Context: an optimization exercise on an open-source flow, tuned for small area. The choices shown serve that exercise and are no tape-out recipe.
Function not checked in this run: the RTL went through the layout flow alone.
Power figures rest on the tool's default switching activity, not on a simulated workload.

### flow/design.v
module buffer (
    input  logic             clk,
    input  logic             wen,       
    input  logic             keep3,     
    input  logic [639:0]     din,
    output logic [3:0][143:0] dout,
    output logic [143:0]     set3_kept
);
    always_ff @(posedge clk) begin
        for (int s = 0; s < 4; s++)
            if (wen) dout[s] <= din[s*160 +: 144];
        if (keep3) set3_kept <= dout[3];
    end
endmodule
module hadamard_product_unit (
    input  logic [71:0] kernel,
    input  logic [71:0] p0,
    input  logic [71:0] p1,
    input  logic [71:0] p2,
    output logic [7:0]  y0,
    output logic [7:0]  y1,
    output logic [7:0]  y2
);
    logic [71:0] kernel3;
    times3 u_k3 (.k(kernel), .k3(kernel3));
    logic [2:0][71:0] p;
    logic [2:0][7:0]  y;
    assign p = {p2, p1, p0};
    assign {y2, y1, y0} = y;
    for (genvar j = 0; j < 3; j++) begin : g_dp
        logic [26:0] d1, d2, d3;
        r4dec u_dec (.p(p[j]), .d1(d1), .d2(d2), .d3(d3));
        dot9 u_dp (.k(kernel), .k3(kernel3), .p(p[j]),
                   .d1(d1), .d2(d2), .d3(d3), .y(y[j]));
    end
endmodule
module dot9 (
    input  logic [71:0] k,     
    input  logic [71:0] k3,    
    input  logic [71:0] p,     
    input  logic [26:0] d1,    
    input  logic [26:0] d2,    
    input  logic [26:0] d3,    
    output logic [7:0]  y
);
    logic pn1, pn2, pn3, pn4, pn5, pn6, pn7, pn8, pn9, pn10, pn11, pn12, pn13, pn14, pn15, pn16;
    logic pn17, pn18, pn19, pn20, pn21, pn22, pn23, pn24, pn25, pn26, pn27, pn28, pn29, pn30, pn31, pn32;
    logic pn33, pn34, pn35, pn36, pn37, pn38, pn39, pn40, pn41, pn42, pn43, pn44, pn45, pn46, pn47, pn48;
    logic pn49, pn50, pn51, pn52, pn53, pn54, pn55, pn56, pn57, pn58, pn59, pn60, pn61, pn62, pn63, pn64;
    logic pn65, pn66, pn67, pn68, pn69, pn70, pn71, pn72, pn73, pn74, pn75, pn76, pn77, pn78, pn79, pn80;
    logic pn81, pn82, pn83, pn84, pn85, pn86, pn87, pn88, pn89, pn90, pn91, pn92, pn93, pn94, pn95, pn96;
    logic pn97, pn98, pn99, pn100, pn101, pn102, pn103, pn104, pn105, pn106, pn107, pn108, pn109, pn110, pn111, pn112;
    logic pn113, pn114, pn115, pn116, pn117, pn118, pn119, pn120, pn121, pn122, pn123, pn124, pn125, pn126, pn127, pn128;
    logic pn129, pn130, pn131, pn132, pn133, pn134, pn135, pn136, pn137, pn138, pn139, pn140, pn141, pn142, pn143, pn144;
    logic pn145, pn146, pn147, pn148, pn149, pn150, pn151, pn152, pn153, pn154, pn155, pn156, pn157, pn158, pn159, pn160;
    logic pn161, pn162, pn163, pn164, pn165, pn166, pn167, pn168, pn169, pn170, pn171, pn172, pn173, pn174, pn175, pn176;
    logic pn177, pn178, pn179, pn180, pn181, pn182, pn183, pn184, pn185, pn186, pn187, pn188, pn189, s190, c191, s192;
    logic c193, s194, c195, s196, c197, s198, c199, s200, c201, s202, c203, s204, c205, s206, c207, s208;
    logic c209, s210, c211, s212, c213, s214, c215, s216, c217, s218, c219, s220, c221, s222, c223, s224;
    logic c225, s226, c227, s228, c229, s230, c231, s232, c233, s234, c235, s236, c237, s238, c239, s240;
    logic c241, s242, c243, s244, c245, s246, c247, s248, c249, s250, c251, s252, c253, s254, c255, s256;
    logic c257, s258, c259, s260, c261, s262, c263, s264, c265, s266, c267, s268, c269, s270, c271, s272;
    logic c273, s274, c275, s276, c277, s278, c279, s280, c281, s282, c283, s284, c285, s286, c287, s288;
    logic c289, s290, c291, s292, c293, s294, c295, s296, c297, s298, c299, s300, c301, s302, c303, s304;
    logic c305, s306, c307, s308, c309, s310, c311, s312, c313, s314, c315, s316, c317, s318, c319, s320;
    logic c321, s322, c323, s324, c325, s326, c327, s328, c329, s330, c331, s332, c333, s334, c335, s336;
    logic c337, s338, c339, s340, c341, s342, c343, s344, c345, s346, c347, s348, c349, s350, c351, s352;
    logic c353, s354, c355, s356, c357, s358, c359, s360, c361, s362, c363, s364, c365, s366, c367, s368;
    logic c369, s370, c371, s372, c373, s374, c375, s376, c377, s378, c379, s380, c381, s382, c383, s384;
    logic c385, s386, c387, s388, c389, s390, c391, s392, c393, s394, c395, s396, c397, s398, c399, s400;
    logic c401, s402, c403, s404, c405, s406, c407, s408, c409, s410, c411, s412, c413, x414, x415, x416;
    logic x417, x418, x419, x420, x421, x422, x423, x424, x425, x426, x427, x428, x429, x430, x431, x432;
    logic x433, x434, x435, x436, x437, x438, x439, x440, x441, x442, x443, x444, x445, x446, x447, x448;
    logic x449, x450, x451, x452, x453, x454, x455, x456, x457, x458, x459, x460, x461, x462, x463, x464;
    logic x465, x466, x467, x468, x469, x470, x471, x472, x473, x474, x475, x476, x477, x478, x479, x480;
    logic x481, x482, x483, x484, x485, x486, x487;
    assign pn1 = ~(k[0] & p[0]);
    assign pn2 = ~((d1[0] & k[1]) | (d2[0] & k[0]) | (d3[0] & k3[1]));
    assign pn3 = ~((d1[0] & k[2]) | (d2[0] & k[1]) | (d3[0] & k3[2]));
    assign pn4 = ~((d1[0] & k[3]) | (d2[0] & k[2]) | (d3[0] & k3[3]));
    assign pn5 = ~((d1[0] & k[4]) | (d2[0] & k[3]) | (d3[0] & k3[4]));
    assign pn6 = ~((d1[0] & k[5]) | (d2[0] & k[4]) | (d3[0] & k3[5]));
    assign pn7 = ~((d1[0] & k[6]) | (d2[0] & k[5]) | (d3[0] & k3[6]));
    assign pn8 = ~((d1[0] & k[7]) | (d2[0] & k[6]) | (d3[0] & k3[7]));
    assign pn9 = ~(k[0] & p[2]);
    assign pn10 = ~((d1[1] & k[1]) | (d2[1] & k[0]) | (d3[1] & k3[1]));
    assign pn11 = ~((d1[1] & k[2]) | (d2[1] & k[1]) | (d3[1] & k3[2]));
    assign pn12 = ~((d1[1] & k[3]) | (d2[1] & k[2]) | (d3[1] & k3[3]));
    assign pn13 = ~((d1[1] & k[4]) | (d2[1] & k[3]) | (d3[1] & k3[4]));
    assign pn14 = ~((d1[1] & k[5]) | (d2[1] & k[4]) | (d3[1] & k3[5]));
    assign pn15 = ~(k[0] & p[4]);
    assign pn16 = ~((d1[2] & k[1]) | (d2[2] & k[0]) | (d3[2] & k3[1]));
    assign pn17 = ~((d1[2] & k[2]) | (d2[2] & k[1]) | (d3[2] & k3[2]));
    assign pn18 = ~((d1[2] & k[3]) | (d2[2] & k[2]) | (d3[2] & k3[3]));
    assign pn19 = ~(k[0] & p[6]);
    assign pn20 = ~(k[1] & p[6]);
    assign pn21 = ~(k[0] & p[7]);
    assign pn22 = ~(k[8] & p[8]);
    assign pn23 = ~((d1[3] & k[9]) | (d2[3] & k[8]) | (d3[3] & k3[9]));
    assign pn24 = ~((d1[3] & k[10]) | (d2[3] & k[9]) | (d3[3] & k3[10]));
    assign pn25 = ~((d1[3] & k[11]) | (d2[3] & k[10]) | (d3[3] & k3[11]));
    assign pn26 = ~((d1[3] & k[12]) | (d2[3] & k[11]) | (d3[3] & k3[12]));
    assign pn27 = ~((d1[3] & k[13]) | (d2[3] & k[12]) | (d3[3] & k3[13]));
    assign pn28 = ~((d1[3] & k[14]) | (d2[3] & k[13]) | (d3[3] & k3[14]));
    assign pn29 = ~((d1[3] & k[15]) | (d2[3] & k[14]) | (d3[3] & k3[15]));
    assign pn30 = ~(k[8] & p[10]);
    assign pn31 = ~((d1[4] & k[9]) | (d2[4] & k[8]) | (d3[4] & k3[9]));
    assign pn32 = ~((d1[4] & k[10]) | (d2[4] & k[9]) | (d3[4] & k3[10]));
    assign pn33 = ~((d1[4] & k[11]) | (d2[4] & k[10]) | (d3[4] & k3[11]));
    assign pn34 = ~((d1[4] & k[12]) | (d2[4] & k[11]) | (d3[4] & k3[12]));
    assign pn35 = ~((d1[4] & k[13]) | (d2[4] & k[12]) | (d3[4] & k3[13]));
    assign pn36 = ~(k[8] & p[12]);
    assign pn37 = ~((d1[5] & k[9]) | (d2[5] & k[8]) | (d3[5] & k3[9]));
    assign pn38 = ~((d1[5] & k[10]) | (d2[5] & k[9]) | (d3[5] & k3[10]));
    assign pn39 = ~((d1[5] & k[11]) | (d2[5] & k[10]) | (d3[5] & k3[11]));
    assign pn40 = ~(k[8] & p[14]);
    assign pn41 = ~(k[9] & p[14]);
    assign pn42 = ~(k[8] & p[15]);
    assign pn43 = ~(k[16] & p[16]);
    assign pn44 = ~((d1[6] & k[17]) | (d2[6] & k[16]) | (d3[6] & k3[17]));
    assign pn45 = ~((d1[6] & k[18]) | (d2[6] & k[17]) | (d3[6] & k3[18]));
    assign pn46 = ~((d1[6] & k[19]) | (d2[6] & k[18]) | (d3[6] & k3[19]));
    assign pn47 = ~((d1[6] & k[20]) | (d2[6] & k[19]) | (d3[6] & k3[20]));
    assign pn48 = ~((d1[6] & k[21]) | (d2[6] & k[20]) | (d3[6] & k3[21]));
    assign pn49 = ~((d1[6] & k[22]) | (d2[6] & k[21]) | (d3[6] & k3[22]));
    assign pn50 = ~((d1[6] & k[23]) | (d2[6] & k[22]) | (d3[6] & k3[23]));
    assign pn51 = ~(k[16] & p[18]);
    assign pn52 = ~((d1[7] & k[17]) | (d2[7] & k[16]) | (d3[7] & k3[17]));
    assign pn53 = ~((d1[7] & k[18]) | (d2[7] & k[17]) | (d3[7] & k3[18]));
    assign pn54 = ~((d1[7] & k[19]) | (d2[7] & k[18]) | (d3[7] & k3[19]));
    assign pn55 = ~((d1[7] & k[20]) | (d2[7] & k[19]) | (d3[7] & k3[20]));
    assign pn56 = ~((d1[7] & k[21]) | (d2[7] & k[20]) | (d3[7] & k3[21]));
    assign pn57 = ~(k[16] & p[20]);
    assign pn58 = ~((d1[8] & k[17]) | (d2[8] & k[16]) | (d3[8] & k3[17]));
    assign pn59 = ~((d1[8] & k[18]) | (d2[8] & k[17]) | (d3[8] & k3[18]));
    assign pn60 = ~((d1[8] & k[19]) | (d2[8] & k[18]) | (d3[8] & k3[19]));
    assign pn61 = ~(k[16] & p[22]);
    assign pn62 = ~(k[17] & p[22]);
    assign pn63 = ~(k[16] & p[23]);
    assign pn64 = ~(k[24] & p[24]);
    assign pn65 = ~((d1[9] & k[25]) | (d2[9] & k[24]) | (d3[9] & k3[25]));
    assign pn66 = ~((d1[9] & k[26]) | (d2[9] & k[25]) | (d3[9] & k3[26]));
    assign pn67 = ~((d1[9] & k[27]) | (d2[9] & k[26]) | (d3[9] & k3[27]));
    assign pn68 = ~((d1[9] & k[28]) | (d2[9] & k[27]) | (d3[9] & k3[28]));
    assign pn69 = ~((d1[9] & k[29]) | (d2[9] & k[28]) | (d3[9] & k3[29]));
    assign pn70 = ~((d1[9] & k[30]) | (d2[9] & k[29]) | (d3[9] & k3[30]));
    assign pn71 = ~((d1[9] & k[31]) | (d2[9] & k[30]) | (d3[9] & k3[31]));
    assign pn72 = ~(k[24] & p[26]);
    assign pn73 = ~((d1[10] & k[25]) | (d2[10] & k[24]) | (d3[10] & k3[25]));
    assign pn74 = ~((d1[10] & k[26]) | (d2[10] & k[25]) | (d3[10] & k3[26]));
    assign pn75 = ~((d1[10] & k[27]) | (d2[10] & k[26]) | (d3[10] & k3[27]));
    assign pn76 = ~((d1[10] & k[28]) | (d2[10] & k[27]) | (d3[10] & k3[28]));
    assign pn77 = ~((d1[10] & k[29]) | (d2[10] & k[28]) | (d3[10] & k3[29]));
    assign pn78 = ~(k[24] & p[28]);
    assign pn79 = ~((d1[11] & k[25]) | (d2[11] & k[24]) | (d3[11] & k3[25]));
    assign pn80 = ~((d1[11] & k[26]) | (d2[11] & k[25]) | (d3[11] & k3[26]));
    assign pn81 = ~((d1[11] & k[27]) | (d2[11] & k[26]) | (d3[11] & k3[27]));
    assign pn82 = ~(k[24] & p[30]);
    assign pn83 = ~(k[25] & p[30]);
    assign pn84 = ~(k[24] & p[31]);
    assign pn85 = ~(k[32] & p[32]);
    assign pn86 = ~((d1[12] & k[33]) | (d2[12] & k[32]) | (d3[12] & k3[33]));
    assign pn87 = ~((d1[12] & k[34]) | (d2[12] & k[33]) | (d3[12] & k3[34]));
    assign pn88 = ~((d1[12] & k[35]) | (d2[12] & k[34]) | (d3[12] & k3[35]));
    assign pn89 = ~((d1[12] & k[36]) | (d2[12] & k[35]) | (d3[12] & k3[36]));
    assign pn90 = ~((d1[12] & k[37]) | (d2[12] & k[36]) | (d3[12] & k3[37]));
    assign pn91 = ~((d1[12] & k[38]) | (d2[12] & k[37]) | (d3[12] & k3[38]));
    assign pn92 = ~((d1[12] & k[39]) | (d2[12] & k[38]) | (d3[12] & k3[39]));
    assign pn93 = ~(k[32] & p[34]);
    assign pn94 = ~((d1[13] & k[33]) | (d2[13] & k[32]) | (d3[13] & k3[33]));
    assign pn95 = ~((d1[13] & k[34]) | (d2[13] & k[33]) | (d3[13] & k3[34]));
    assign pn96 = ~((d1[13] & k[35]) | (d2[13] & k[34]) | (d3[13] & k3[35]));
    assign pn97 = ~((d1[13] & k[36]) | (d2[13] & k[35]) | (d3[13] & k3[36]));
    assign pn98 = ~((d1[13] & k[37]) | (d2[13] & k[36]) | (d3[13] & k3[37]));
    assign pn99 = ~(k[32] & p[36]);
    assign pn100 = ~((d1[14] & k[33]) | (d2[14] & k[32]) | (d3[14] & k3[33]));
    assign pn101 = ~((d1[14] & k[34]) | (d2[14] & k[33]) | (d3[14] & k3[34]));
    assign pn102 = ~((d1[14] & k[35]) | (d2[14] & k[34]) | (d3[14] & k3[35]));
    assign pn103 = ~(k[32] & p[38]);
    assign pn104 = ~(k[33] & p[38]);
    assign pn105 = ~(k[32] & p[39]);
    assign pn106 = ~(k[40] & p[40]);
    assign pn107 = ~((d1[15] & k[41]) | (d2[15] & k[40]) | (d3[15] & k3[41]));
    assign pn108 = ~((d1[15] & k[42]) | (d2[15] & k[41]) | (d3[15] & k3[42]));
    assign pn109 = ~((d1[15] & k[43]) | (d2[15] & k[42]) | (d3[15] & k3[43]));
    assign pn110 = ~((d1[15] & k[44]) | (d2[15] & k[43]) | (d3[15] & k3[44]));
    assign pn111 = ~((d1[15] & k[45]) | (d2[15] & k[44]) | (d3[15] & k3[45]));
    assign pn112 = ~((d1[15] & k[46]) | (d2[15] & k[45]) | (d3[15] & k3[46]));
    assign pn113 = ~((d1[15] & k[47]) | (d2[15] & k[46]) | (d3[15] & k3[47]));
    assign pn114 = ~(k[40] & p[42]);
    assign pn115 = ~((d1[16] & k[41]) | (d2[16] & k[40]) | (d3[16] & k3[41]));
    assign pn116 = ~((d1[16] & k[42]) | (d2[16] & k[41]) | (d3[16] & k3[42]));
    assign pn117 = ~((d1[16] & k[43]) | (d2[16] & k[42]) | (d3[16] & k3[43]));
    assign pn118 = ~((d1[16] & k[44]) | (d2[16] & k[43]) | (d3[16] & k3[44]));
    assign pn119 = ~((d1[16] & k[45]) | (d2[16] & k[44]) | (d3[16] & k3[45]));
    assign pn120 = ~(k[40] & p[44]);
    assign pn121 = ~((d1[17] & k[41]) | (d2[17] & k[40]) | (d3[17] & k3[41]));
    assign pn122 = ~((d1[17] & k[42]) | (d2[17] & k[41]) | (d3[17] & k3[42]));
    assign pn123 = ~((d1[17] & k[43]) | (d2[17] & k[42]) | (d3[17] & k3[43]));
    assign pn124 = ~(k[40] & p[46]);
    assign pn125 = ~(k[41] & p[46]);
    assign pn126 = ~(k[40] & p[47]);
    assign pn127 = ~(k[48] & p[48]);
    assign pn128 = ~((d1[18] & k[49]) | (d2[18] & k[48]) | (d3[18] & k3[49]));
    assign pn129 = ~((d1[18] & k[50]) | (d2[18] & k[49]) | (d3[18] & k3[50]));
    assign pn130 = ~((d1[18] & k[51]) | (d2[18] & k[50]) | (d3[18] & k3[51]));
    assign pn131 = ~((d1[18] & k[52]) | (d2[18] & k[51]) | (d3[18] & k3[52]));
    assign pn132 = ~((d1[18] & k[53]) | (d2[18] & k[52]) | (d3[18] & k3[53]));
    assign pn133 = ~((d1[18] & k[54]) | (d2[18] & k[53]) | (d3[18] & k3[54]));
    assign pn134 = ~((d1[18] & k[55]) | (d2[18] & k[54]) | (d3[18] & k3[55]));
    assign pn135 = ~(k[48] & p[50]);
    assign pn136 = ~((d1[19] & k[49]) | (d2[19] & k[48]) | (d3[19] & k3[49]));
    assign pn137 = ~((d1[19] & k[50]) | (d2[19] & k[49]) | (d3[19] & k3[50]));
    assign pn138 = ~((d1[19] & k[51]) | (d2[19] & k[50]) | (d3[19] & k3[51]));
    assign pn139 = ~((d1[19] & k[52]) | (d2[19] & k[51]) | (d3[19] & k3[52]));
    assign pn140 = ~((d1[19] & k[53]) | (d2[19] & k[52]) | (d3[19] & k3[53]));
    assign pn141 = ~(k[48] & p[52]);
    assign pn142 = ~((d1[20] & k[49]) | (d2[20] & k[48]) | (d3[20] & k3[49]));
    assign pn143 = ~((d1[20] & k[50]) | (d2[20] & k[49]) | (d3[20] & k3[50]));
    assign pn144 = ~((d1[20] & k[51]) | (d2[20] & k[50]) | (d3[20] & k3[51]));
    assign pn145 = ~(k[48] & p[54]);
    assign pn146 = ~(k[49] & p[54]);
    assign pn147 = ~(k[48] & p[55]);
    assign pn148 = ~(k[56] & p[56]);
    assign pn149 = ~((d1[21] & k[57]) | (d2[21] & k[56]) | (d3[21] & k3[57]));
    assign pn150 = ~((d1[21] & k[58]) | (d2[21] & k[57]) | (d3[21] & k3[58]));
    assign pn151 = ~((d1[21] & k[59]) | (d2[21] & k[58]) | (d3[21] & k3[59]));
    assign pn152 = ~((d1[21] & k[60]) | (d2[21] & k[59]) | (d3[21] & k3[60]));
    assign pn153 = ~((d1[21] & k[61]) | (d2[21] & k[60]) | (d3[21] & k3[61]));
    assign pn154 = ~((d1[21] & k[62]) | (d2[21] & k[61]) | (d3[21] & k3[62]));
    assign pn155 = ~((d1[21] & k[63]) | (d2[21] & k[62]) | (d3[21] & k3[63]));
    assign pn156 = ~(k[56] & p[58]);
    assign pn157 = ~((d1[22] & k[57]) | (d2[22] & k[56]) | (d3[22] & k3[57]));
    assign pn158 = ~((d1[22] & k[58]) | (d2[22] & k[57]) | (d3[22] & k3[58]));
    assign pn159 = ~((d1[22] & k[59]) | (d2[22] & k[58]) | (d3[22] & k3[59]));
    assign pn160 = ~((d1[22] & k[60]) | (d2[22] & k[59]) | (d3[22] & k3[60]));
    assign pn161 = ~((d1[22] & k[61]) | (d2[22] & k[60]) | (d3[22] & k3[61]));
    assign pn162 = ~(k[56] & p[60]);
    assign pn163 = ~((d1[23] & k[57]) | (d2[23] & k[56]) | (d3[23] & k3[57]));
    assign pn164 = ~((d1[23] & k[58]) | (d2[23] & k[57]) | (d3[23] & k3[58]));
    assign pn165 = ~((d1[23] & k[59]) | (d2[23] & k[58]) | (d3[23] & k3[59]));
    assign pn166 = ~(k[56] & p[62]);
    assign pn167 = ~(k[57] & p[62]);
    assign pn168 = ~(k[56] & p[63]);
    assign pn169 = ~(k[64] & p[64]);
    assign pn170 = ~((d1[24] & k[65]) | (d2[24] & k[64]) | (d3[24] & k3[65]));
    assign pn171 = ~((d1[24] & k[66]) | (d2[24] & k[65]) | (d3[24] & k3[66]));
    assign pn172 = ~((d1[24] & k[67]) | (d2[24] & k[66]) | (d3[24] & k3[67]));
    assign pn173 = ~((d1[24] & k[68]) | (d2[24] & k[67]) | (d3[24] & k3[68]));
    assign pn174 = ~((d1[24] & k[69]) | (d2[24] & k[68]) | (d3[24] & k3[69]));
    assign pn175 = ~((d1[24] & k[70]) | (d2[24] & k[69]) | (d3[24] & k3[70]));
    assign pn176 = ~((d1[24] & k[71]) | (d2[24] & k[70]) | (d3[24] & k3[71]));
    assign pn177 = ~(k[64] & p[66]);
    assign pn178 = ~((d1[25] & k[65]) | (d2[25] & k[64]) | (d3[25] & k3[65]));
    assign pn179 = ~((d1[25] & k[66]) | (d2[25] & k[65]) | (d3[25] & k3[66]));
    assign pn180 = ~((d1[25] & k[67]) | (d2[25] & k[66]) | (d3[25] & k3[67]));
    assign pn181 = ~((d1[25] & k[68]) | (d2[25] & k[67]) | (d3[25] & k3[68]));
    assign pn182 = ~((d1[25] & k[69]) | (d2[25] & k[68]) | (d3[25] & k3[69]));
    assign pn183 = ~(k[64] & p[68]);
    assign pn184 = ~((d1[26] & k[65]) | (d2[26] & k[64]) | (d3[26] & k3[65]));
    assign pn185 = ~((d1[26] & k[66]) | (d2[26] & k[65]) | (d3[26] & k3[66]));
    assign pn186 = ~((d1[26] & k[67]) | (d2[26] & k[66]) | (d3[26] & k3[67]));
    assign pn187 = ~(k[64] & p[70]);
    assign pn188 = ~(k[65] & p[70]);
    assign pn189 = ~(k[64] & p[71]);
    fa u_s190 (.a(pn1), .b(pn22), .c(pn43), .s(s190), .co(c191));
    fa u_s192 (.a(pn64), .b(pn85), .c(pn106), .s(s192), .co(c193));
    fa u_s194 (.a(pn127), .b(pn148), .c(pn169), .s(s194), .co(c195));
    fa u_s196 (.a(s190), .b(s192), .c(s194), .s(s196), .co(c197));
    fa u_s198 (.a(pn2), .b(pn23), .c(pn44), .s(s198), .co(c199));
    fa u_s200 (.a(pn65), .b(pn86), .c(pn107), .s(s200), .co(c201));
    fa u_s202 (.a(pn128), .b(pn149), .c(pn170), .s(s202), .co(c203));
    fa u_s204 (.a(c191), .b(c193), .c(c195), .s(s204), .co(c205));
    fa u_s206 (.a(c197), .b(s198), .c(s200), .s(s206), .co(c207));
    fa u_s208 (.a(s202), .b(s204), .c(s206), .s(s208), .co(c209));
    fa u_s210 (.a(pn9), .b(pn30), .c(pn51), .s(s210), .co(c211));
    fa u_s212 (.a(pn72), .b(pn93), .c(pn114), .s(s212), .co(c213));
    fa u_s214 (.a(pn135), .b(pn156), .c(pn177), .s(s214), .co(c215));
    fa u_s216 (.a(s210), .b(s212), .c(s214), .s(s216), .co(c217));
    fa u_s218 (.a(pn3), .b(pn24), .c(pn45), .s(s218), .co(c219));
    fa u_s220 (.a(pn66), .b(pn87), .c(pn108), .s(s220), .co(c221));
    fa u_s222 (.a(pn129), .b(pn150), .c(pn171), .s(s222), .co(c223));
    fa u_s224 (.a(c199), .b(c201), .c(c203), .s(s224), .co(c225));
    fa u_s226 (.a(c205), .b(s216), .c(c207), .s(s226), .co(c227));
    fa u_s228 (.a(s218), .b(s220), .c(s222), .s(s228), .co(c229));
    fa u_s230 (.a(s224), .b(c209), .c(s226), .s(s230), .co(c231));
    assign s232 = ~(s228 ^ s230);
    assign c233 = s228 | s230;
    fa u_s234 (.a(pn10), .b(pn31), .c(pn52), .s(s234), .co(c235));
    fa u_s236 (.a(pn73), .b(pn94), .c(pn115), .s(s236), .co(c237));
    fa u_s238 (.a(pn136), .b(pn157), .c(pn178), .s(s238), .co(c239));
    fa u_s240 (.a(c211), .b(c213), .c(c215), .s(s240), .co(c241));
    fa u_s242 (.a(c217), .b(s234), .c(s236), .s(s242), .co(c243));
    fa u_s244 (.a(s238), .b(s240), .c(pn4), .s(s244), .co(c245));
    fa u_s246 (.a(pn25), .b(pn46), .c(pn67), .s(s246), .co(c247));
    fa u_s248 (.a(pn88), .b(pn109), .c(pn130), .s(s248), .co(c249));
    fa u_s250 (.a(pn151), .b(pn172), .c(c219), .s(s250), .co(c251));
    fa u_s252 (.a(c221), .b(c223), .c(c225), .s(s252), .co(c253));
    fa u_s254 (.a(s242), .b(c227), .c(c229), .s(s254), .co(c255));
    fa u_s256 (.a(s244), .b(s246), .c(s248), .s(s256), .co(c257));
    fa u_s258 (.a(s250), .b(s252), .c(c231), .s(s258), .co(c259));
    fa u_s260 (.a(s254), .b(s256), .c(c233), .s(s260), .co(c261));
    assign s262 = ~(s258 ^ s260);
    assign c263 = s258 | s260;
    fa u_s264 (.a(pn15), .b(pn36), .c(pn57), .s(s264), .co(c265));
    fa u_s266 (.a(pn78), .b(pn99), .c(pn120), .s(s266), .co(c267));
    fa u_s268 (.a(pn141), .b(pn162), .c(pn183), .s(s268), .co(c269));
    fa u_s270 (.a(s264), .b(s266), .c(s268), .s(s270), .co(c271));
    fa u_s272 (.a(pn11), .b(pn32), .c(pn53), .s(s272), .co(c273));
    fa u_s274 (.a(pn74), .b(pn95), .c(pn116), .s(s274), .co(c275));
    fa u_s276 (.a(pn137), .b(pn158), .c(pn179), .s(s276), .co(c277));
    fa u_s278 (.a(c235), .b(c237), .c(c239), .s(s278), .co(c279));
    fa u_s280 (.a(c241), .b(s270), .c(c243), .s(s280), .co(c281));
    fa u_s282 (.a(s272), .b(s274), .c(s276), .s(s282), .co(c283));
    fa u_s284 (.a(s278), .b(pn5), .c(pn26), .s(s284), .co(c285));
    fa u_s286 (.a(pn47), .b(pn68), .c(pn89), .s(s286), .co(c287));
    fa u_s288 (.a(pn110), .b(pn131), .c(pn152), .s(s288), .co(c289));
    fa u_s290 (.a(pn173), .b(c245), .c(c247), .s(s290), .co(c291));
    fa u_s292 (.a(c249), .b(c251), .c(c253), .s(s292), .co(c293));
    fa u_s294 (.a(s280), .b(s282), .c(c255), .s(s294), .co(c295));
    fa u_s296 (.a(c257), .b(s284), .c(s286), .s(s296), .co(c297));
    fa u_s298 (.a(s288), .b(s290), .c(s292), .s(s298), .co(c299));
    fa u_s300 (.a(c259), .b(s294), .c(s296), .s(s300), .co(c301));
    fa u_s302 (.a(s298), .b(c261), .c(s300), .s(s302), .co(c303));
    assign s304 = ~(c263 ^ s302);
    assign c305 = c263 | s302;
    fa u_s306 (.a(pn16), .b(pn37), .c(pn58), .s(s306), .co(c307));
    fa u_s308 (.a(pn79), .b(pn100), .c(pn121), .s(s308), .co(c309));
    fa u_s310 (.a(pn142), .b(pn163), .c(pn184), .s(s310), .co(c311));
    fa u_s312 (.a(c265), .b(c267), .c(c269), .s(s312), .co(c313));
    fa u_s314 (.a(c271), .b(s306), .c(s308), .s(s314), .co(c315));
    fa u_s316 (.a(s310), .b(s312), .c(pn12), .s(s316), .co(c317));
    fa u_s318 (.a(pn33), .b(pn54), .c(pn75), .s(s318), .co(c319));
    fa u_s320 (.a(pn96), .b(pn117), .c(pn138), .s(s320), .co(c321));
    fa u_s322 (.a(pn159), .b(pn180), .c(c273), .s(s322), .co(c323));
    fa u_s324 (.a(c275), .b(c277), .c(c279), .s(s324), .co(c325));
    fa u_s326 (.a(s314), .b(c281), .c(c283), .s(s326), .co(c327));
    fa u_s328 (.a(s316), .b(s318), .c(s320), .s(s328), .co(c329));
    fa u_s330 (.a(s322), .b(s324), .c(pn6), .s(s330), .co(c331));
    fa u_s332 (.a(pn27), .b(pn48), .c(pn69), .s(s332), .co(c333));
    fa u_s334 (.a(pn90), .b(pn111), .c(pn132), .s(s334), .co(c335));
    fa u_s336 (.a(pn153), .b(pn174), .c(c285), .s(s336), .co(c337));
    fa u_s338 (.a(c287), .b(c289), .c(c291), .s(s338), .co(c339));
    fa u_s340 (.a(c293), .b(s326), .c(s328), .s(s340), .co(c341));
    fa u_s342 (.a(c295), .b(c297), .c(c299), .s(s342), .co(c343));
    fa u_s344 (.a(s330), .b(s332), .c(s334), .s(s344), .co(c345));
    fa u_s346 (.a(s336), .b(s338), .c(s340), .s(s346), .co(c347));
    fa u_s348 (.a(c301), .b(s342), .c(s344), .s(s348), .co(c349));
    fa u_s350 (.a(s346), .b(c303), .c(s348), .s(s350), .co(c351));
    assign s352 = ~(c305 ^ s350);
    assign c353 = c305 | s350;
    fa u_s354 (.a(pn19), .b(pn40), .c(pn61), .s(s354), .co(c355));
    fa u_s356 (.a(pn82), .b(pn103), .c(pn124), .s(s356), .co(c357));
    fa u_s358 (.a(pn145), .b(pn166), .c(pn187), .s(s358), .co(c359));
    fa u_s360 (.a(s354), .b(s356), .c(s358), .s(s360), .co(c361));
    fa u_s362 (.a(pn17), .b(pn38), .c(pn59), .s(s362), .co(c363));
    fa u_s364 (.a(pn80), .b(pn101), .c(pn122), .s(s364), .co(c365));
    fa u_s366 (.a(pn143), .b(pn164), .c(pn185), .s(s366), .co(c367));
    fa u_s368 (.a(c307), .b(c309), .c(c311), .s(s368), .co(c369));
    fa u_s370 (.a(c313), .b(s360), .c(c315), .s(s370), .co(c371));
    fa u_s372 (.a(s362), .b(s364), .c(s366), .s(s372), .co(c373));
    fa u_s374 (.a(s368), .b(pn13), .c(pn34), .s(s374), .co(c375));
    fa u_s376 (.a(pn55), .b(pn76), .c(pn97), .s(s376), .co(c377));
    fa u_s378 (.a(pn118), .b(pn139), .c(pn160), .s(s378), .co(c379));
    fa u_s380 (.a(pn181), .b(c317), .c(c319), .s(s380), .co(c381));
    fa u_s382 (.a(c321), .b(c323), .c(c325), .s(s382), .co(c383));
    fa u_s384 (.a(s370), .b(s372), .c(c327), .s(s384), .co(c385));
    fa u_s386 (.a(c329), .b(s374), .c(s376), .s(s386), .co(c387));
    fa u_s388 (.a(s378), .b(s380), .c(s382), .s(s388), .co(c389));
    fa u_s390 (.a(c331), .b(c333), .c(c335), .s(s390), .co(c391));
    fa u_s392 (.a(c337), .b(c339), .c(pn7), .s(s392), .co(c393));
    fa u_s394 (.a(pn28), .b(pn49), .c(pn70), .s(s394), .co(c395));
    fa u_s396 (.a(pn91), .b(pn112), .c(pn133), .s(s396), .co(c397));
    fa u_s398 (.a(pn154), .b(pn175), .c(c341), .s(s398), .co(c399));
    fa u_s400 (.a(s384), .b(s386), .c(s388), .s(s400), .co(c401));
    fa u_s402 (.a(c343), .b(c345), .c(s390), .s(s402), .co(c403));
    fa u_s404 (.a(s392), .b(s394), .c(s396), .s(s404), .co(c405));
    fa u_s406 (.a(c347), .b(s398), .c(s400), .s(s406), .co(c407));
    fa u_s408 (.a(c349), .b(s402), .c(s404), .s(s408), .co(c409));
    fa u_s410 (.a(s406), .b(c351), .c(s408), .s(s410), .co(c411));
    assign s412 = ~(c353 ^ s410);
    assign c413 = c353 | s410;
    assign x414 = pn20 ^ pn21;
    assign x415 = pn41 ^ pn42;
    assign x416 = pn62 ^ pn63;
    assign x417 = pn83 ^ pn84;
    assign x418 = pn104 ^ pn105;
    assign x419 = pn125 ^ pn126;
    assign x420 = pn146 ^ pn147;
    assign x421 = pn167 ^ pn168;
    assign x422 = pn188 ^ pn189;
    assign x423 = x414 ^ x415;
    assign x424 = x416 ^ x417;
    assign x425 = x418 ^ x419;
    assign x426 = x420 ^ x421;
    assign x427 = x422 ^ c355;
    assign x428 = c357 ^ c359;
    assign x429 = x423 ^ x424;
    assign x430 = x425 ^ x426;
    assign x431 = x427 ^ x428;
    assign x432 = x429 ^ x430;
    assign x433 = c361 ^ x431;
    assign x434 = x432 ^ pn18;
    assign x435 = pn39 ^ pn60;
    assign x436 = pn81 ^ pn102;
    assign x437 = pn123 ^ pn144;
    assign x438 = pn165 ^ pn186;
    assign x439 = c363 ^ c365;
    assign x440 = c367 ^ c369;
    assign x441 = x433 ^ x434;
    assign x442 = x435 ^ x436;
    assign x443 = x437 ^ x438;
    assign x444 = x439 ^ x440;
    assign x445 = c371 ^ c373;
    assign x446 = x441 ^ x442;
    assign x447 = x443 ^ x444;
    assign x448 = pn14 ^ pn35;
    assign x449 = pn56 ^ pn77;
    assign x450 = pn98 ^ pn119;
    assign x451 = pn140 ^ pn161;
    assign x452 = pn182 ^ c375;
    assign x453 = c377 ^ c379;
    assign x454 = c381 ^ c383;
    assign x455 = x445 ^ x446;
    assign x456 = x447 ^ x448;
    assign x457 = x449 ^ x450;
    assign x458 = x451 ^ x452;
    assign x459 = x453 ^ x454;
    assign x460 = x455 ^ c385;
    assign x461 = c387 ^ c389;
    assign x462 = x456 ^ x457;
    assign x463 = x458 ^ x459;
    assign x464 = c391 ^ x460;
    assign x465 = x461 ^ pn8;
    assign x466 = pn29 ^ pn50;
    assign x467 = pn71 ^ pn92;
    assign x468 = pn113 ^ pn134;
    assign x469 = pn155 ^ pn176;
    assign x470 = c393 ^ c395;
    assign x471 = c397 ^ x462;
    assign x472 = x463 ^ c399;
    assign x473 = c401 ^ x464;
    assign x474 = x465 ^ x466;
    assign x475 = x467 ^ x468;
    assign x476 = x469 ^ x470;
    assign x477 = x471 ^ c403;
    assign x478 = x472 ^ c405;
    assign x479 = x473 ^ x474;
    assign x480 = x475 ^ x476;
    assign x481 = c407 ^ x477;
    assign x482 = x478 ^ x479;
    assign x483 = x480 ^ c409;
    assign x484 = x481 ^ x482;
    assign x485 = x483 ^ x484;
    assign x486 = c411 ^ x485;
    assign x487 = c413 ^ x486;
    assign y[0] = ~s196;
    assign y[1] = ~s208;
    assign y[2] = ~s232;
    assign y[3] = ~s262;
    assign y[4] = ~s304;
    assign y[5] = ~s352;
    assign y[6] = ~s412;
    assign y[7] = ~x487;
endmodule
module r4dec (
    input  logic [71:0] p,
    output logic [26:0] d1,
    output logic [26:0] d2,
    output logic [26:0] d3
);
    for (genvar m = 0; m < 9; m++) begin : g_m
        for (genvar i = 0; i < 3; i++) begin : g_d
            assign d1[m*3+i] = p[m*8+2*i] & ~p[m*8+2*i+1];
            assign d2[m*3+i] = ~p[m*8+2*i] & p[m*8+2*i+1];
            assign d3[m*3+i] = p[m*8+2*i] & p[m*8+2*i+1];
        end
    end
endmodule
module times3 (
    input  logic [71:0] k,
    output logic [71:0] k3
);
    for (genvar m = 0; m < 9; m++) begin : g_m
        logic [7:0] a, y;
        logic [7:1] c;
        assign a = k[m*8 +: 8];
        assign y[0] = a[0];
        assign y[1] = a[1] ^ a[0];
        assign c[1] = a[1] & a[0];
        for (genvar b = 2; b < 7; b++) begin : g_b
            fa u_fa (.a(a[b]), .b(a[b-1]), .c(c[b-1]), .s(y[b]), .co(c[b]));
        end
        assign y[7] = a[7] ^ a[6] ^ c[6];
        assign k3[m*8 +: 8] = y;
    end
endmodule
module fa (input logic a, input logic b, input logic c, output logic s, output logic co);
    assign s  = a ^ b ^ c;
    assign co = (a & b) | (c & (a ^ b));
endmodule
module for_output (
    input  logic          clk,
    input  logic          rst,
    input  logic [1:0]    op,
    input  logic          wr_reg,    
    input  logic          arr3,      
    input  logic          arr1,      
    input  logic [15:0]   lane0,     
    input  logic [15:0]   lane1,
    input  logic [15:0]   lane2,
    output logic [1279:0] dout
);
    localparam logic [1:0] WRITE = 2'd2;
    logic [3:0] index;       
    logic       dv;          
    logic       full;
    logic [2:0] res_index;
    logic [7:0] res_valid;
    logic [7:0] res_inval;   
    always_ff @(posedge clk or posedge rst) begin
        if (rst)
            full <= 1'b0;
        else if (op == WRITE)
            full <= 1'b0;
        else if (res_valid[7] && dv)
            full <= 1'b1;
    end
    logic [4:0] sum;
    assign sum = index + (arr3 ? 5'd3 : 5'd1);
    always_ff @(posedge clk or posedge rst) begin
        if (rst) begin
            index <= 4'd0;
            dv    <= 1'b0;
        end else if (op == WRITE) begin
            index <= 4'd0;
            dv    <= 1'b0;
        end else if (!full && (arr3 || arr1)) begin
            if (sum >= 5'd9) begin
                index <= 4'(sum - 5'd9);
                dv    <= 1'b1;
            end else begin
                index <= sum[3:0];
                dv    <= 1'b0;
            end
        end
    end
    always_ff @(posedge clk or posedge rst) begin
        if (rst)
            res_index <= 3'd0;
        else if (wr_reg)
            res_index <= 3'd0;
        else if (dv && res_index != 3'd7)
            res_index <= res_index + 3'd1;
    end
    always_ff @(posedge clk or posedge rst) begin
        if (rst) begin
            res_valid <= '0;
            res_inval <= '1;
        end else if (wr_reg) begin
            res_valid <= '0;
            res_inval <= '1;
        end else if (!full && (dv || index != 4'd0)) begin
            res_valid[res_index] <= 1'b1;
            res_inval[res_index] <= 1'b0;
        end
    end
    logic       acc_d;       
    logic       n3_d;        
    logic [3:0] i_d;         
    always_ff @(posedge clk or posedge rst) begin
        if (rst) begin
            acc_d <= 1'b0;
            n3_d  <= 1'b0;
            i_d   <= 4'd0;
        end else begin
            acc_d <= (arr3 || arr1) && (op != WRITE) && !full;
            n3_d  <= arr3;
            i_d   <= index;
        end
    end
    logic wr_now;
    assign wr_now = acc_d && !full && !wr_reg;
    logic [8:0][15:0] bus;
    logic [8:0]       to_cur;     
    logic [8:0]       to_next;    
    always_comb begin
        for (int e = 0; e < 9; e++) begin
            bus[e]     = '0;
            to_cur[e]  = 1'b0;
            to_next[e] = 1'b0;
            for (int k = 0; k < 3; k++) begin
                if ((k == 0 || n3_d) && (32'(i_d) + k == e)) begin
                    bus[e]    = (k == 0) ? lane0 : (k == 1) ? lane1 : lane2;
                    to_cur[e] = 1'b1;
                end
                if ((k == 0 || n3_d) && (32'(i_d) + k == e + 9)) begin
                    bus[e]     = (k == 0) ? lane0 : (k == 1) ? lane1 : lane2;
                    to_next[e] = 1'b1;
                end
            end
            if (e >= 32'(i_d) + (n3_d ? 3 : 1))
                to_cur[e] = 1'b1;    
        end
    end
    logic [7:0][8:0][15:0] rows_n;
    always_ff @(posedge clk) begin
        for (int r = 0; r < 8; r++)
            for (int e = 0; e < 9; e++)
                if (wr_now && ((to_cur[e] && r >= res_index) || (to_next[e] && r > res_index)))
                    rows_n[r][e] <= ~bus[e];
    end
    for (genvar r = 0; r < 8; r++) begin : g_row
        assign dout[r*160 +: 144]       = ~(rows_n[r] | {144{res_inval[r]}});
        assign dout[r*160 + 144 +: 16]  = 16'd0;
    end
endmodule
module top #(
    parameter DATA_WIDTH = 8,
    parameter BUFFER_SIZE = 2,
    parameter KERNEL_SIZE = 9,
    parameter NUM_OF_MUL = 2,
    parameter DATA_OF_SET = 20,
    parameter IN_NUM_OF_SET = 4,
    parameter OUT_NUM_OF_SET = 3
)(
    input  logic          clk,
    input  logic          rst,
    input  logic [639:0]  din,
    input  logic [71:0]   kernel,
    input  logic [1:0]    op,
    output logic [1279:0] dout,
    output logic          dout_valid
);
    localparam logic [1:0] READ  = 2'd1;
    localparam logic [1:0] WRITE = 2'd2;
    logic       rd_reg, wr_reg;    
    logic [5:0] cnt;               
    logic       wen;
    always_ff @(posedge clk or posedge rst) begin
        if (rst) begin
            rd_reg <= 1'b0;
            wr_reg <= 1'b0;
            cnt    <= 6'd0;
        end else begin
            rd_reg <= (op == READ);
            wr_reg <= (op == WRITE);
            if (cnt == 6'd32 || ((op == READ) && rd_reg))
                cnt <= 6'd0;
            else if ((op == READ) && !rd_reg)
                cnt <= cnt + 6'd1;
        end
    end
    assign wen        = (op == READ) && !rd_reg && (cnt == 6'd0);
    assign dout_valid = (op == WRITE) && !wr_reg;
    logic [4:1] ph;
    logic       ph2_n, ph4_n;    
    always_ff @(posedge clk or posedge rst) begin
        if (rst) begin
            ph    <= '0;
            ph2_n <= 1'b1;
            ph4_n <= 1'b1;
        end else begin
            ph    <= {ph[3:1], wen};
            ph2_n <= !ph[1];
            ph4_n <= !ph[3];
        end
    end
    logic [3:0][143:0] set_q;
    logic [143:0]      set3_q;
    buffer u_buf (.clk(clk), .wen(wen), .keep3(ph[3]), .din(din), .dout(set_q), .set3_kept(set3_q));
    logic [71:0] kernel_d;
    always_ff @(posedge clk) kernel_d <= kernel;
    logic [71:0] k_src;
    assign k_src = ({72{ph[2]}} & kernel) | ({72{ph2_n}} & kernel_d);
    logic [71:0] pu0, pu1, pu2;
    assign pu0 = ({72{ph[2]}} & set_q[0][71:0])   | ({72{ph[3]}} & set_q[1][143:72]) | ({72{ph[4]}} & set3_q[71:0]);
    assign pu1 = ({72{ph[2]}} & set_q[0][143:72]) | ({72{ph[3]}} & set_q[2][71:0])   | ({72{ph[4]}} & set3_q[143:72]);
    assign pu2 = ({72{ph[2]}} & set_q[1][71:0])   | ({72{ph2_n}} & set_q[2][143:72]);
    logic [7:0] u0, u1, u2;
    hadamard_product_unit u_dp (
        .kernel(k_src),
        .p0(pu0),
        .p1(pu1),
        .p2(pu2),
        .y0(u0),
        .y1(u1),
        .y2(u2)
    );
    logic [7:0] r0, r1, r2, r0_d, r1_d, r2_d;
    always_ff @(posedge clk) begin
        r0   <= u0;
        r1   <= u1;
        r2   <= u2;
        r0_d <= r0;
        r1_d <= r1;
        r2_d <= r2;
    end
    logic [15:0] lane0, lane1, lane2;
    assign lane0 = ({16{ph[4]}} & {r1_d, r0_d}) | ({16{ph4_n}} & {r1, r0});
    assign lane1 = {r0, r2_d};
    assign lane2 = {r2, r1};
    for_output u_out (
        .clk(clk),
        .rst(rst),
        .op(op),
        .wr_reg(wr_reg),
        .arr3(ph[3]),
        .arr1(ph[4]),
        .lane0(lane0),
        .lane1(lane1),
        .lane2(lane2),
        .dout(dout)
    );
endmodule
### flow/constraint.sdc
create_clock -name core_clock -period 10.0 [get_ports {clk}]
set_input_delay 2.0000 -clock core_clock [delete_from_list [all_inputs] [get_ports {clk}]]
set_output_delay 2.0000 -clock core_clock [all_outputs]
set_load 0.01 [all_outputs]
### flow/flow/run.sh
#!/bin/bash
# The standard layout (standard.sh) with these placement settings changed:
#  - plain buf_1 cells as the port buffers (every port still gets one);
#  - pins may sit one routing track apart, so a smaller die holds them;
#  - clock tree: larger sink clusters, small clock buffers, no dummy loads;
#  - one tie cell for the constant outputs (as synthesis leaves it).
set -o pipefail
export BUFFER_PORTS_ARGS="-buffer_cell sky130_fd_sc_hd__buf_1"
export PLACE_PINS_ARGS="-min_distance 1 -min_distance_in_tracks"
export CTS_ARGS="-sink_clustering_enable -repair_clock_nets -dont_use_dummy_load -buf_list {sky130_fd_sc_hd__clkbuf_4 sky130_fd_sc_hd__clkbuf_8} -sink_clustering_size 20 -sink_clustering_max_diameter 45"
export SKIP_REPAIR_TIE_FANOUT=1
bash standard.sh > standard.log 2>&1
### flow/standard.sh
#!/bin/bash
# synth_recipe.tcl (not shown) runs the flow's synth.tcl, then flattens the netlist and writes it again
# the make line also repeats each setting of config.mk as NAME=value (left out here)
make -C /OpenROAD-flow-scripts/flow DESIGN_CONFIG=/design/flow/config.mk WORK_HOME=/design/flow/orfs CLKGATE_MAP_FILE= SYNTH_SCRIPT=/design/flow/synth_recipe.tcl "${@:-finish}"
### flow/config.mk
export PLATFORM = sky130hd
export DESIGN_NAME = top
export DESIGN_NICKNAME = top
export VERILOG_FILES = /design/flow/design.v
export SDC_FILE = /design/flow/constraint.sdc
export NUM_CORES = 8
export LEC_CHECK = 0
export CAP_MARGIN = 25
export CORE_AREA = 10 10 470 470
export DIE_AREA = 0 0 480 480
export PLACE_DENSITY = 0.6
export SLEW_MARGIN = 25
export SYNTH_HIERARCHICAL = 1
==> summary.txt <==
how the worst max path moves through the flow:
| stage | cells after the start | from | to | slack (ps) |
|---|---|---|---|---|
| detailed placement | 21 | kernel[0] | r1[7] | 300 |
| global placement | 21 | kernel[0] | r1[7] | 320 |
| finish | 21 | ph2_n | r2[7] | 1060 |
| global route | 23 | ph[2] | r1[7] | 830 |
| floorplan | 2 | op[1] | ph[1] | -6990 |
| CTS | 21 | ph[3] | r1[7] | 1130 |
power groups by stage:
stage                     registers, uW  clock network, uW  logic (uW)
after floorplan                    9570                  0        1840
after global placement             9700                  0        3110
after detailed placement           9710                  0        3130
after CTS                          9520               4670        3160
after global routing               9540               4980        3400
final                              9540               4590        3300
metal layers:
| layer | part of all wire | vias to the layer above | GRT usage |
|---|---|---|---|
| met5 | 0.00094 | - | 0.00559 |
| li1 | - | 27232 | - |
| met1 | 0.33 | 33873 | 0.388 |
| met4 | 0.093 | 42 | 0.269 |
| met2 | 0.45 | 5654 | 0.531 |
| met3 | 0.12 | 1529 | 0.116 |
layout make-up:
type	count	area share
diodes	67	0.00159
repair buffers	2194	0.0936
clock buffers	217	0.0283
well taps	2805	0.0333
flip-flops and latches	2030	0.565
multi-input cells	3477	0.270
inverters	213	0.00758
critical path, stage by stage (launching register included):
cell	delay, ps
sky130_fd_sc_hd__dfstp_4	1070
sky130_fd_sc_hd__buf_4	290
sky130_fd_sc_hd__a22o_1	220
sky130_fd_sc_hd__ha_1	200
sky130_fd_sc_hd__fa_1	700
sky130_fd_sc_hd__a222oi_1	670
sky130_fd_sc_hd__fa_1	600
sky130_fd_sc_hd__fa_1	430
sky130_fd_sc_hd__fa_1	420
sky130_fd_sc_hd__fa_1	470
sky130_fd_sc_hd__fa_1	450
sky130_fd_sc_hd__fa_1	480
sky130_fd_sc_hd__fa_1	520
sky130_fd_sc_hd__fa_1	500
sky130_fd_sc_hd__inv_1	60
sky130_fd_sc_hd__ha_1	260
sky130_fd_sc_hd__xnor2_1	170
sky130_fd_sc_hd__xnor2_1	260
sky130_fd_sc_hd__xnor2_1	130
sky130_fd_sc_hd__xnor2_1	210
sky130_fd_sc_hd__xnor2_1	150
sky130_fd_sc_hd__xnor3_1	400
per-stage QoR:
stage | setup slack (ps) | hold WS [ps] | instance area, sq um | instances
2_1_floorplan | -6990 | 329 | 90800 | 6191
3_3_place_gp | 316 | 360 | 102000 | 10685
3_5_place_dp | 304 | 369 | 102000 | 10708
4_1_cts | 1130 | 340 | 105000 | 10925
5_1_grt | 827 | 343 | 105000 | 10992
6_report | 1060 | 329 | 105000 | 11003
==> flow_summary_export.csv <==
group,metric,value,unit
outcome,run_status,"complete, no violations",
power_and_ir_drop,leakage_power_total,0.0345,uW
power_and_ir_drop,power.share.switching,0.284,
min_path,hp-class,"reg2reg",
synth,synth_area_per_cell,14.7,sq um
die,die-height,480,um
power_and_ir_drop,irDropWorstVdd,262,uV
finish,highest_count_cells_in_the_layout_ignoring_fill_and_taps,"sky130_fd_sc_hd__edfxtp_1, sky130_fd_sc_hd__buf_1, sky130_fd_sc_hd__nor2_1",
clock_network,cts_num_sinks,2030,
sta,drv_slew,0,
finish,largest-register,"u_out.rows_n",
grt,grt_usage,0.343,
critical_path,worstSetupStartpointType,"flop",
finish,fill_count,18435,
grt,grt_antenna_before_repair,88,
finish,layout-drive-gt1-share,0.120,
clock_network,hold_buffers,0,
grt,grt_pass1_wl,551000,um
finish,seq_area,0.0596,sq mm
place,finalWeightedCongestion,1.03,
power_and_ir_drop,clkPwrFrac,0.263,
power_and_ir_drop,powerDensity,165,mW/mm^2
grt,grt_remaining_overflow,0,
sta,timing.final.hold_violations,0,
power_and_ir_drop,power_frac_comb,0.189,
critical_path,endpoint_kind,"flop",
die,initial_core_utilization,0.432,
die,die_width,480,um
route,drt_iter0_markers,12757,
critical_path,reg2reg_end,"r2[7]",
critical_path,worst_ep_arrival_time,9770,ps
clock_network,post-cts-setup-buffers,0,
critical_path,crit_type,"reg2reg",
finish,area_of_the_multi_input_gates,0.0285,sq mm
route,drt.antenna.violating_nets,0,
clock_network,numCtsBuffers,217,
die,fp-row-count,168,
sta,fmax,0.112,GHz
route,avgRoutedWirePerCell,37.7,um
clock_network,clk_latency,1100,ps
clock_network,clock_tree.htree_level_count,4,
die,floorplan.io_pins,1997,
sta,grt_setup_unrepaired,"no",
critical_path,timing.critical_path.fanout_max,62,
sta,layout_worst_path_cycle_share,0.894,
critical_path,reg2reg_setup_slack,1060,ps
min_path,worstHoldStart,"u_buf.dout[534]",
sta,clock-skew-final,164,ps
finish,largest_register_ffs,1152,
synth,syn_inst,6191,
route,routed_wirelength,415000,um
job,max_cap_viol_count,0,
clock_network,clock_tree.buffer_depth,3,
sta,totalNegativeSetupSlack,0,ps
critical_path,worst-endpoint-required,10820,ps
clock_network,cts.reportedPaths.clkPinSlew,100,ps
power_and_ir_drop,cellInternalPower,12500,uW
clock_network,tritoncts,"yes",
clock_network,cts.repair.resized,0,
sta,worstMarginPinSlew,1230,ps
route,post-route-drc-count,0,
place,place.detailed.hpwl,308000,um
route,vias,68330,
grt,first_global_vias,67956,
finish,areaGrowthSynthToFinish,16.2,%
power_and_ir_drop,power,17400,uW
min_path,whs_path_depth,0,
clock_network,cts-root-buf,"sky130_fd_sc_hd__clkbuf_8",
sta,final-setup-viol-count,0,
sta,finalWorstPathRequiredPeriod,8940,ps
place,portBuffers,1804,
synth,yosys_warnings,9,
grt,pin_count_of_the_biggest_net_entering_global_routing,183,
power_and_ir_drop,total_switching_power,4960,uW
synth,postSynthNetCount,7317,
power_and_ir_drop,share_seq_of_total_power,0.547,
min_path,min_to,"u_buf.set3_kept[102]",
finish,num-nets-final,9259,
die,fp.coreArea,0.210,sq mm
route,drt_pass1_iterations,16,
critical_path,worst_r2r_startpoint,"ph2_n",
critical_path,worst-r2r-cell-count,21,
finish,utilization,0.502,
die,die_area,0.230,sq mm
sta,relSlewSlack,0.181,
finish,layout_commonest_cell,"sky130_fd_sc_hd__edfxtp_1",
finish,layout_top_registers,"u_out.rows_n (1152), u_buf.dout (576), u_buf.set3_kept (144)",
synth,syn-cell-area,0.0908,sq mm
route,drt-vias-per-instance,6.21,

==> re-timing with driven ports <==
In the flow no input, the clock included, has a driving cell. The finished layout below was timed again as built, in two steps. Step 1 sets driving cells, clkbuf_16 on the clock port and buf_2 on the other inputs (assumed; they add their load-dependent delay and slew). Step 2 times the ports against the registers' clock, not the clock port: input delays grow and output delays shrink by t, the midpoint of the rising clock arrivals with the driver on. Slacks: no drivers / after step 1 / after step 2; pairs: no drivers / after step 1.
shift t [ns]: 1.099
setup WS [ns]: 1.058 / 1.058 / 0.039
clock arrival spread, ns: 0.188 / 0.189
worst register clock-pin slew, ns: 0.12 / 0.12
worst slew at a driven data input, ns: 0.25
After both steps setup and hold are still met in this run. For this run, drivers alone change the setup slack by 0.000 ns; drivers and shift together by -1.019 ns.
